From an optimization exercise on the open Yosys and OpenROAD flow, aimed at small area; shortcuts taken in it are not production practice.
Only simulation tests tie the RTL to the original design; equivalence was not proved.

## flow/design.v (module list and top-level ports; edited modules follow where they fit)
// module fma_mul: 5076 lines
// module fma_fa: 4 lines
// module fma_ha: 4 lines
// module FMA: 448 lines
// module fma64: 14 lines
module fma64 (
		input  logic        clk,
		input  logic [64:0] mult1,
		input  logic [64:0] mult2,
		input  logic [64:0] acc,
		output logic [64:0] out
		);
  // ...
==> flow/run.sh <==
#!/bin/bash
# synth_recipe.tcl (not shown) runs the flow's synth.tcl, then flattens the netlist and writes it again
# the make line also repeats each setting of config.mk as NAME=value (left out here)
make -C /OpenROAD-flow-scripts/flow DESIGN_CONFIG=/design/flow/config.mk WORK_HOME=/design/flow/orfs CLKGATE_MAP_FILE= SYNTH_SCRIPT=/design/flow/synth_recipe.tcl finish
==> flow/config.mk <==
export PLATFORM = sky130hd
export DESIGN_NAME = fma64
export DESIGN_NICKNAME = fma64
export VERILOG_FILES = /design/flow/design.v
export SDC_FILE = /design/flow/constraint.sdc
export NUM_CORES = 4
export LEC_CHECK = 0
export ABC_AREA = 1
export CAP_MARGIN = 10
export CORE_MARGIN = 2
export CORE_UTILIZATION = 55
export SETUP_SLACK_MARGIN = 0.1
export SLEW_MARGIN = 10
export SYNTH_HIERARCHICAL = 1
export SYNTH_MINIMUM_KEEP_SIZE = 0
==> flow/constraint.sdc <==
create_clock -name core_clock -period 12.5 [get_ports {clk}]
set_input_delay 2.5000 -clock core_clock [delete_from_list [all_inputs] [get_ports {clk}]]
set_output_delay 2.5000 -clock core_clock [all_outputs]
set_load 0.01 [all_outputs]
==> results.toml, run 1 <==
[detailed_routing]
via_per_inst = 6.74
post-route-drc-count = 0
routed-wl-met3_um = 44500
ant_nets = 0

[status]
status = "no timing/DRC/antenna violations"

[clock_tree]
worstSkewPairLatency_ps = 620
cts_tree = "done"
clk_pin_slew_worst_paths_ps = 60
root_buffer = "clkbuf_16"
hold_buffers = 0

[sta]
finalHoldViolCount = 0
grt_setup_unrepaired = "no"
period_share = 0.859
fin_setup_tns_ps = 0
slew_headroom = 0.108

[global_routing]
grt_pass1_vias = 76700
grt_pass1_wl_um = 497000
globalRouteOverflowTotal = 0
grt_most_used_layer = "met2"

[placed_design]
dp.final_hpwl_um = 247000

[floorplanning]
core_um2 = 147000
initial_core_util = 0.553

[synthesis]
synth_fa_ha_area_frac = 0.380
synth_area_um2 = 81500
synth_top_area_frac = 0.334
synth_top_family_by_area = "adder cells"

[layout]
nonClkBufAreaFrac = 0.0510
nNonClkInverters = 467
multi_input_area_um2 = 68400
antenna_cells = 3
seq-cell-share = 0.0910
drive_gt1_frac = 0.0585

[setup_path]
critPathTopFamily = "adder cells"
critical_path_depth = 26
==> run 2, diff against run 1 <==
==> flow/flow/run.sh (new file) <==
#!/bin/bash
# The standard layout flow, with plain buffers (buf_1) on the ports instead of
# the flow's default port buffer cell. Everything else is the standard.sh.
set -e
export BUFFER_PORTS_ARGS="-buffer_cell sky130_fd_sc_hd__buf_1"
bash standard.sh > standard.log 2>&1
==> flow/standard.sh (new file) <==
#!/bin/bash
# synth_recipe.tcl (not shown) runs the flow's synth.tcl, then flattens the netlist and writes it again
# the make line also repeats each setting of config.mk as NAME=value (left out here)
make -C /OpenROAD-flow-scripts/flow DESIGN_CONFIG=/design/flow/config.mk WORK_HOME=/design/flow/orfs CLKGATE_MAP_FILE= SYNTH_SCRIPT=/design/flow/synth_recipe.tcl "${@:-finish}"
removed: flow/run.sh
==> results.toml, run 2 <==
[status]
status = "no timing/DRC/antenna violations"

[layout]
final_common_cell = "nand2_1"
area_growth_pct = 3.88
drive_gt1_frac = 0.0589
fin_cells = 11300
largest_registers = "fma.out_r3: 65 flops, fma.out_r4: 65 flops, fma.out_r5: 65 flops"
nFillCells = 13600
finalCoreUtilization = 0.574
final_cell_mix = "nand2_1 (1461), xor2_1 (1460), o22ai_1 (1383)"
nNetsFinal = 11100

[global_routing]
grt_max_degree = 80
grt_pass1_vias = 77800
antenna_found_initial = 10
globalRouteOverflowTotal = 0
grt_pass1_wl_um = 501000
grt.total_usage = 0.444

[clock_tree]
worstSkewPairLatency_ps = 600
cts_setup_buffers = 0
clk_pin_slew_worst_paths_ps = 70
clock_path_buffers = 3
numCtsBuffers = 40
cts_tree = "done"
cts.sinks = 391
htree_num_levels = 2
root_buffer = "clkbuf_16"
hold_buffers = 0
ctsResizeCount = 0

[sta]
fin_skew_ps = 42.0
worst_slew_pin_slew_ps = 1370
period_share = 0.845
slew_headroom = 0.0867
grt_setup_unrepaired = "no"
fin_setup_tns_ps = 0
fmax_mhz = 94.7
period_needed_ps = 10560
hold_slack_ps = 309
finalSetupViolations = 0
drv_slew = 0
finalHoldViolCount = 0

[placed_design]
gp_congestion = 1.01
post-place-cells = 11200
portBuffers = 260
dp.final_hpwl_um = 248000

[floorplanning]
initial_core_util = 0.553
core_um2 = 147000
rows = 141
io_pins = 261
die_w_um = 389
fp.dieH_um = 389
die_area_um2 = 151000

[detailed_routing]
via_per_inst = 6.81
drt_iter0_markers = 9383
wl_per_cell_um = 30.4
dr.pass1.iters = 9
vias = 76600
ant_nets = 0
post-route-drc-count = 0
routed_wl_um = 342000

[synthesis]
synthMuxAreaShare = 0.00491
synth_simple_gate_area_share = 0.130
synth_top_family_by_area = "adder cells"
synth_common_cells = "nand2_1 (1487), xor2_1 (1460), o22ai_1 (1383), fa_1 (1359), clkbuf_1 (680)"
synthXorXnorAreaFrac = 0.159
ys_ff_latch = 391
synthArstFlopShare = 0
synth_fa_ha_area_frac = 0.380
ys_warn_count = 7
synthCells = 9681
synth_top_area_frac = 0.334
ys_seq_area_frac = 0.0960
synth-edff-count = 0
synth.area.top_cells = "fa_1 (33%), xor2_1 (16%), o22ai_1 (11%)"
yosysTopAreaCell = "fa_1"
synth_area_um2 = 81500
synth_compound_area_frac = 0.159
avgSynthCellArea_um2 = 8.42
synth.distinct_cells = 61
synthFlopType = "dfxtp_1"
synth_most_common_cell = "nand2_1"

[setup_path]
critical_path_depth = 28
end_kind = "flop"
cp.arrival_ps = 11030
start_kind = "input port"
crit_fanout = 35
worst_ep_required_time_ps = 12970
r2r-start = "fma.mant_r2[55]"
crit_path_max_incr_delay_ps = 690
critPathTopFamily = "adder cells"
endpoint = "fma.prod_r1[43]"
ff2ff_setup_slack_ps = 4400
r2r_end = "fma.out_r3[14]"
worstRegToRegCells = 33
cp_num_buf_inv = 3
cp-startpoint = "mult2[25]"
crit_path_top_delay_cell = "nand2_2"
path_class = "input port to flop"

[worst_hold_path]
hold_path_class = "flop to flop"

[job]
maxCapViolCount = 0
[run 2: cell counts after synthesis]
No cell type changed its count.
[run 2: routing by layer]
layer	vias up	GRT usage	share of wire	wire length, µm
li1	31700	-	-	-
met1	37300	0.547	0.36	122000
met2	5938	0.681	0.44	149000
met3	1703	0.135	0.13	44500
met4	10	0.274	0.076	26000
met5	-	0	0.00019	66
[run 2: Yosys stat by module, one instance, submodules excluded, excerpt]
module | cells inside | flip-flops and latches
FMA | 3407 | 391
fma_fa | 1 | 0
fma_ha | 1 | 0
fma_mul | 4869 | 0
[run 2: cell families (layout without fill, tap and decap cells)]
logic type                 Yosys count  in the layout
adders and majority gates         1660           1660
and+or+nand+nor                   2501           2501
muxes                               40             40
DFF                                391            391
other                                2             33
AOI/OAI and AO/OA                 2173           2173
buffers and inverters             1432           1040
xor gates and xnor gates          1482           1482
[run 2: area by class of cell]
type | instances | area [µm²] | area share
Clock inverter | 23 | 245 | 0.00290
Timing Repair Buffer | 501 | 2960 | 0.0350
Tap cell | 1930 | 2410 | 0.0285
Clock buffer | 49 | 1120 | 0.0132
Sequential cell | 391 | 7840 | 0.0925
Multi-Input combinational cell | 7882 | 68400 | 0.807
Antenna cell | 7 | 17.5 | 0.000207
Inverter | 467 | 1760 | 0.0208
[run 2: worst register-to-register path: cells and delay by family, from the launching register on]
family	cells	cell delay, ps
AND/OR/NAND/NOR	17	3040
adder cells (fa/ha/maj)	3	1160
buffers and inverters	9	2730
XOR/XNOR	1	200
AO/OA/AOI/OAI	3	520
flip-flops	1	310
[run 2: metrics by stage]
stage	area (µm²)	worst slack, ps
floorplan	81600	3410
global placement	83300	1550
detailed placement	83300	1490
CTS	84700	2100
global route	84700	1520
finish	84700	1940
[run 2: how the worst min path moves through the flow]
stage	start	end	cells after the start
after detailed placement	fma.out_r3[27]	fma.out_r4[27]	0
after global placement	fma.expOut_r1[5]	fma.expOut_r2[5]	0
final	fma.out_r4[36]	fma.out_r5[36]	0
after floorplan	fma.expOut_r1[0]	fma.expOut_r2[0]	0
after global routing	fma.expOut_r1[0]	fma.expOut_r2[0]	0
after CTS	fma.out_r4[36]	fma.out_r5[36]	0
==> run 3, diff against run 2 <==
==> flow/flow/run.sh (replaced) <==
#!/bin/bash
# The standard layout flow, with plain buffers (buf_1) on the ports instead of
# the flow's default port buffer cell, and clock tree synthesis without dummy
# loads. Everything else is the standard.sh.
set -e
export BUFFER_PORTS_ARGS="-buffer_cell sky130_fd_sc_hd__buf_1"
export CTS_ARGS="-sink_clustering_enable -repair_clock_nets -dont_use_dummy_load"
bash standard.sh > standard.log 2>&1
--- a/flow/config.mk
+++ b/flow/config.mk
@@ -8,7 +8,8 @@
 export ABC_AREA = 1
 export CAP_MARGIN = 10
 export CORE_MARGIN = 2
-export CORE_UTILIZATION = 55
+export CORE_UTILIZATION = 60
+export PLACE_DENSITY = 0.7
 export SETUP_SLACK_MARGIN = 0.1
 export SLEW_MARGIN = 10
 export SYNTH_HIERARCHICAL = 1
==> results.toml, run 3 <==
[clock_tree]
worstSkewPairLatency_ps = 570
cts.sinks = 391
cts_setup_buffers = 0
hold_buffers = 0
htree_num_levels = 2
root_buffer = "clkbuf_16"
cts_tree = "done"
ctsResizeCount = 0
clk_pin_slew_worst_paths_ps = 60
clock_path_buffers = 3
numCtsBuffers = 36

[worst_hold_path]
hold_path_class = "flop to flop"
hp-start = "fma.out_r4[62]"

[synthesis]
synth-edff-count = 0
synth.distinct_cells = 61
ys_seq_area_frac = 0.0960
ys_ff_latch = 391
yosysTopAreaCell = "fa_1"
synthArstFlopShare = 0
synth_area_um2 = 81500
avgSynthCellArea_um2 = 8.42
synth_most_common_cell = "nand2_1"
synth_common_cells = "nand2_1 (1487), xor2_1 (1460), o22ai_1 (1383), fa_1 (1359), clkbuf_1 (680)"
synthCells = 9681
ys_warn_count = 7
synthFlopType = "dfxtp_1"
synth_top_area_frac = 0.334
synth.area.top_cells = "fa_1 (33%), xor2_1 (16%), o22ai_1 (11%)"

[floorplanning]
core_um2 = 135000
die_area_um2 = 139000
fp.dieH_um = 373
initial_core_util = 0.603
rows = 135
die_w_um = 373
io_pins = 261

[sta]
period_share = 0.862
fmax_mhz = 92.9
finalSetupViolations = 0
drv_slew = 0
period_needed_ps = 10770
slew_headroom = 0.0733
fin_skew_ps = 38.2
grt_setup_unrepaired = "no"
fin_setup_tns_ps = 0
worst_slew_pin_slew_ps = 1390
finalHoldViolCount = 0
hold_slack_ps = 290

[placed_design]
dp.final_hpwl_um = 242000
portBuffers = 260
gp_congestion = 1.03
placed_area_um2 = 82900
post-place-cells = 11000

[layout]
area_growth_pct = 2.80
nNetsFinal = 11100
final_common_cell = "nand2_1"
final_area_um2 = 83800
final_cell_mix = "nand2_1 (1461), xor2_1 (1460), o22ai_1 (1383)"
fin_cells = 11000
drive_gt1_frac = 0.0529
largest_registers = "fma.out_r3: 65 flops, fma.out_r4: 65 flops, fma.out_r5: 65 flops"
finalCoreUtilization = 0.620

[setup_path]
crit_path_max_incr_delay_ps = 1070
critPathTopFamily = "adder cells"
r2r-start = "fma.mant_r2[55]"
cp-startpoint = "mult2[23]"
start_kind = "input port"
worst_ep_required_time_ps = 12940
path_class = "input port to flop"
crit_path_top_delay_cell = "a21oi_4"
end_kind = "flop"
cp.arrival_ps = 11210
crit_fanout = 32
cp_num_buf_inv = 2

[detailed_routing]
wl_per_cell_um = 30.4
vias = 77400
dr.pass1.iters = 9
ant_nets = 0
routed_wl_um = 335000
via_per_inst = 7.01
post-route-drc-count = 0
drt_iter0_markers = 11500

[global_routing]
grt_pass1_vias = 77600
grt_pass1_wl_um = 494000
grt_max_degree = 80
globalRouteOverflowTotal = 0
grt.total_usage = 0.472
antenna_found_initial = 10

[status]
status = "no timing/DRC/antenna violations"

[job]
maxCapViolCount = 0
run 3: cell counts after synthesis:
No cell type changed its count.
run 3: Yosys stat by module (local to each module, per instance), excerpt:
module | cells | flops+latches
fma_mul | 4869 | 0
fma_ha | 1 | 0
fma_fa | 1 | 0
FMA | 3407 | 391
run 3: metrics by stage:
stage          setup slack, ps
6_report                  1730
5_1_grt                   1540
4_1_cts                   2140
3_5_place_dp              1580
3_3_place_gp              1610
2_1_floorplan             3410
run 3: path summary, 6_finish.rpt:
kind                     end  cells after the start  slack, ps
max          fma.prod_r1[33]                     27       1730
min           fma.out_r5[62]                      0        290
max reg2reg    fma.out_r3[1]                     34       4240
min reg2reg   fma.out_r5[62]                      0        290
run 3: cell type report:
| cell class | instances | area [µm²] |
|---|---|---|
| Fill cell | 12000 | 51300 |
| Timing Repair Buffer | 475 | 2710 |
| Clock buffer | 36 | 901 |
| Inverter | 467 | 1760 |
| Tap cell | 1781 | 2230 |
| Sequential cell | 391 | 7840 |
| Multi-Input combinational cell | 7882 | 68400 |
| Antenna cell | 13 | 32.5 |
run 3: layer usage:
layer  GRT usage  up-vias  part of all wire
met5           0        -           0.00025
met4       0.309       10             0.083
met3       0.181     1908              0.15
met2       0.687     6692              0.42
met1       0.585    37200              0.35
li1            -    31600                 -
run 3: kinds of logic after synthesis:
logic type | count (synthesis) | share of synthesized area
simple gates | 2501 | 0.130
compound gates | 2173 | 0.159
fa+ha+maj | 1660 | 0.380
xor+xnor | 1482 | 0.159
buf+inv | 1432 | 0.0713
flops | 391 | 0.0960
mux | 40 | 0.00491
other cells | 2 | 0.0000921
==> run 4, diff against run 3 <==
==> flow/flow/run.sh (replaced) <==
#!/bin/bash
# The standard layout flow, with plain buffers (buf_1) on the ports instead of
# the flow's default port buffer cell, and clock tree synthesis without dummy
# loads and with larger sink clusters. Everything else is the standard.sh.
set -e
export BUFFER_PORTS_ARGS="-buffer_cell sky130_fd_sc_hd__buf_1"
export CTS_ARGS="-sink_clustering_enable -repair_clock_nets -dont_use_dummy_load -sink_clustering_size 30 -sink_clustering_max_diameter 150"
bash standard.sh > standard.log 2>&1
==> results.toml, run 4 <==
[status]
status = "no timing/DRC/antenna violations"

[detailed_routing]
post-route-drc-count = 0
vias = 77000
routed_wl_um = 335000
dr.pass1.iters = 10
via_per_inst = 6.99
wl_per_cell_um = 30.4
ant_nets = 0
drt_iter0_markers = 11500

[synthesis]
synth_top_area_frac = 0.334
yosysTopAreaCell = "fa_1"
synth_top_family_by_area = "adder cells"
synthArstFlopShare = 0
synth.distinct_cells = 61
ys_ff_latch = 391
synthCells = 9681
avgSynthCellArea_um2 = 8.42
synth_common_cells = "nand2_1 (1487), xor2_1 (1460), o22ai_1 (1383), fa_1 (1359), clkbuf_1 (680)"
synth_simple_gate_area_share = 0.130
ys_seq_area_frac = 0.0960
ys_warn_count = 7
synth.area.top_cells = "fa_1 (33%), xor2_1 (16%), o22ai_1 (11%)"
synth_compound_area_frac = 0.159
synth_most_common_cell = "nand2_1"
synthXorXnorAreaFrac = 0.159
synthFlopType = "dfxtp_1"
synth_fa_ha_area_frac = 0.380
synth-edff-count = 0
synth_area_um2 = 81500
synthMuxAreaShare = 0.00491

[sta]
drv_slew = 0
period_needed_ps = 10790
worst_slew_pin_slew_ps = 1350
finalSetupViolations = 0
grt_setup_unrepaired = "no"
fin_skew_ps = 59.5
finalHoldViolCount = 0
fmax_mhz = 92.7
slew_headroom = 0.100
layout_setup_ws_ps = 1710
fin_setup_tns_ps = 0
period_share = 0.863

[layout]
final_area_um2 = 83300
area_growth_pct = 2.20
drive_gt1_frac = 0.0509
nNetsFinal = 11100
fin_cells = 11000
largest_registers = "fma.out_r3: 65 flops, fma.out_r4: 65 flops, fma.out_r5: 65 flops"
final_common_cell = "nand2_1"
final_cell_mix = "nand2_1 (1461), xor2_1 (1460), o22ai_1 (1383)"

[global_routing]
grt_pass1_vias = 77300
antenna_found_initial = 10
grt_max_degree = 80
grt.total_usage = 0.471
grt_pass1_wl_um = 493000
globalRouteOverflowTotal = 0

[clock_tree]
numCtsBuffers = 17
worstSkewPairLatency_ps = 560
clock_path_buffers = 3
clk_pin_slew_worst_paths_ps = 100
root_buffer = "clkbuf_16"
hold_buffers = 0
cts_setup_buffers = 0
ctsResizeCount = 0
htree_num_levels = 1
cts_tree = "done"
cts.sinks = 391

[placed_design]
post-place-cells = 11000
portBuffers = 260
placed_area_um2 = 82900
dp.final_hpwl_um = 242000
preCtsSetupSlack_ps = 1580
gp_congestion = 1.03

[setup_path]
crit_fanout = 32
crit_path_top_delay_cell = "a21oi_4"
crit_path_max_incr_delay_ps = 1040
start_kind = "input port"
critical_path_depth = 27
worstRegToRegCells = 36
cp.arrival_ps = 11180
worst_ep_required_time_ps = 12890
critPathTopFamily = "adder cells"
end_kind = "flop"
cp_num_buf_inv = 2
path_class = "input port to flop"

[floorplanning]
fp.dieH_um = 373
rows = 135
initial_core_util = 0.603
core_um2 = 135000
die_area_um2 = 139000
io_pins = 261
die_w_um = 373

[worst_hold_path]
holdPathStages = 0
hold_path_class = "flop to flop"

[job]
maxCapViolCount = 0
## run 4: cell counts after synthesis
Identical to the previous run, type by type.
## run 4: worst register-to-register path: cells and delay by family, from the launching register on
kind            cells  cell delay (ps)
compound gates      3              510
xor+xnor            1              200
fa+ha+maj           4             1360
buf+inv            11             2890
flops               1              340
simple gates       17             2910
## run 4: path summary, 6_finish.rpt
path                   startpoint              end  slack [ps]
hold reg to reg    fma.out_r4[60]   fma.out_r5[60]         330
setup reg to reg  fma.mant_r2[55]    fma.out_r3[1]        4240
setup / recovery        mult2[23]  fma.prod_r1[39]        1710
hold / removal     fma.out_r4[60]   fma.out_r5[60]         330
## run 4: cell type report
cell class	instances	area [µm²]
timing repair buffer	475	2710
inverter	467	1760
antenna	7	17.5
tap	1781	2230
sequential	391	7840
multi-input combinational	7882	68400
clock buffer	17	425
fill	12000	51800
## run 4: cell families (layout without fill, tap and decap cells)
group,Yosys count,in the layout
and+or+nand+nor,2501,2501
AOI/OAI and AO/OA,2173,2173
adders and majority gates,1660,1660
xor gates and xnor gates,1482,1482
buffers and inverters,1432,959
DFF,391,391
muxes,40,40
other,2,33
## run 4: Yosys stat by module, one instance, submodules excluded, a selection
module / flops+latches / area [µm²] / copies in the design / cells inside
FMA: 391 / 23300 / 1 / 3407
fma_fa: 0 / 20.0 / 1326 / 1
fma_ha: 0 / 12.5 / 79 / 1
fma_mul: 0 / 30700 / 1 / 4869
## run 4: per-layer routing
| metal | GRT usage | routed length (µm) | vias to the layer above |
|---|---|---|---|
| met2 | 0.689 | 139000 | 6706 |
| met4 | 0.301 | 27400 | 6 |
| li1 | - | - | 31500 |
| met1 | 0.584 | 118000 | 36900 |
| met3 | 0.178 | 49800 | 1902 |
| met5 | 0 | 36 | - |
## run 4: metrics by stage
stage	hold WS, ps	utilization
5_1_grt	340	0.617
3_5_place_dp	312	0.613
4_1_cts	335	0.617
6_report	332	0.617
2_1_floorplan	310	-
3_3_place_gp	310	0.613

[static timing again, ports no longer ideal]
The flow's constraints put no driver on any port. The routed layouts listed below were extracted and timed again, unchanged, in two steps. Step 1 (the two cells are an assumption about what drives the block):
set clk [get_ports {clk}]
set_driving_cell -lib_cell sky130_fd_sc_hd__clkbuf_16 $clk
set_driving_cell -lib_cell sky130_fd_sc_hd__buf_2 [delete_from_list [all_inputs] $clk]
Step 2 times the ports against the registers' clock, not the clock port: input delays grow and output delays shrink by t, the midpoint of the rising clock arrivals with the driver on. Three values: no drivers, after step 1, after step 2; two values: the first two.
run | t (ns) | setup slack, ns | clock arrival spread, ns | worst register clock-pin slew, ns | pins driven straight from the clock port
run 1 | 0.662 | 1.767 / 1.808 / 1.146 | 0.038 / 0.038 | 0.07 / 0.07 | 1
run 2 | 0.639 | 1.936 / 1.951 / 1.312 | 0.043 / 0.043 | 0.07 / 0.07 | 1
run 3 | 0.621 | 1.731 / 1.755 / 1.135 | 0.043 / 0.043 | 0.07 / 0.07 | 1
run 4 | 0.603 | 1.712 / 1.739 / 1.136 | 0.063 / 0.063 | 0.12 / 0.12 | 1
After both steps setup and hold are still met in every run listed. The setup slack of run 2, which loses most, moves by +0.015 ns with the drivers and by -0.624 ns with both steps.
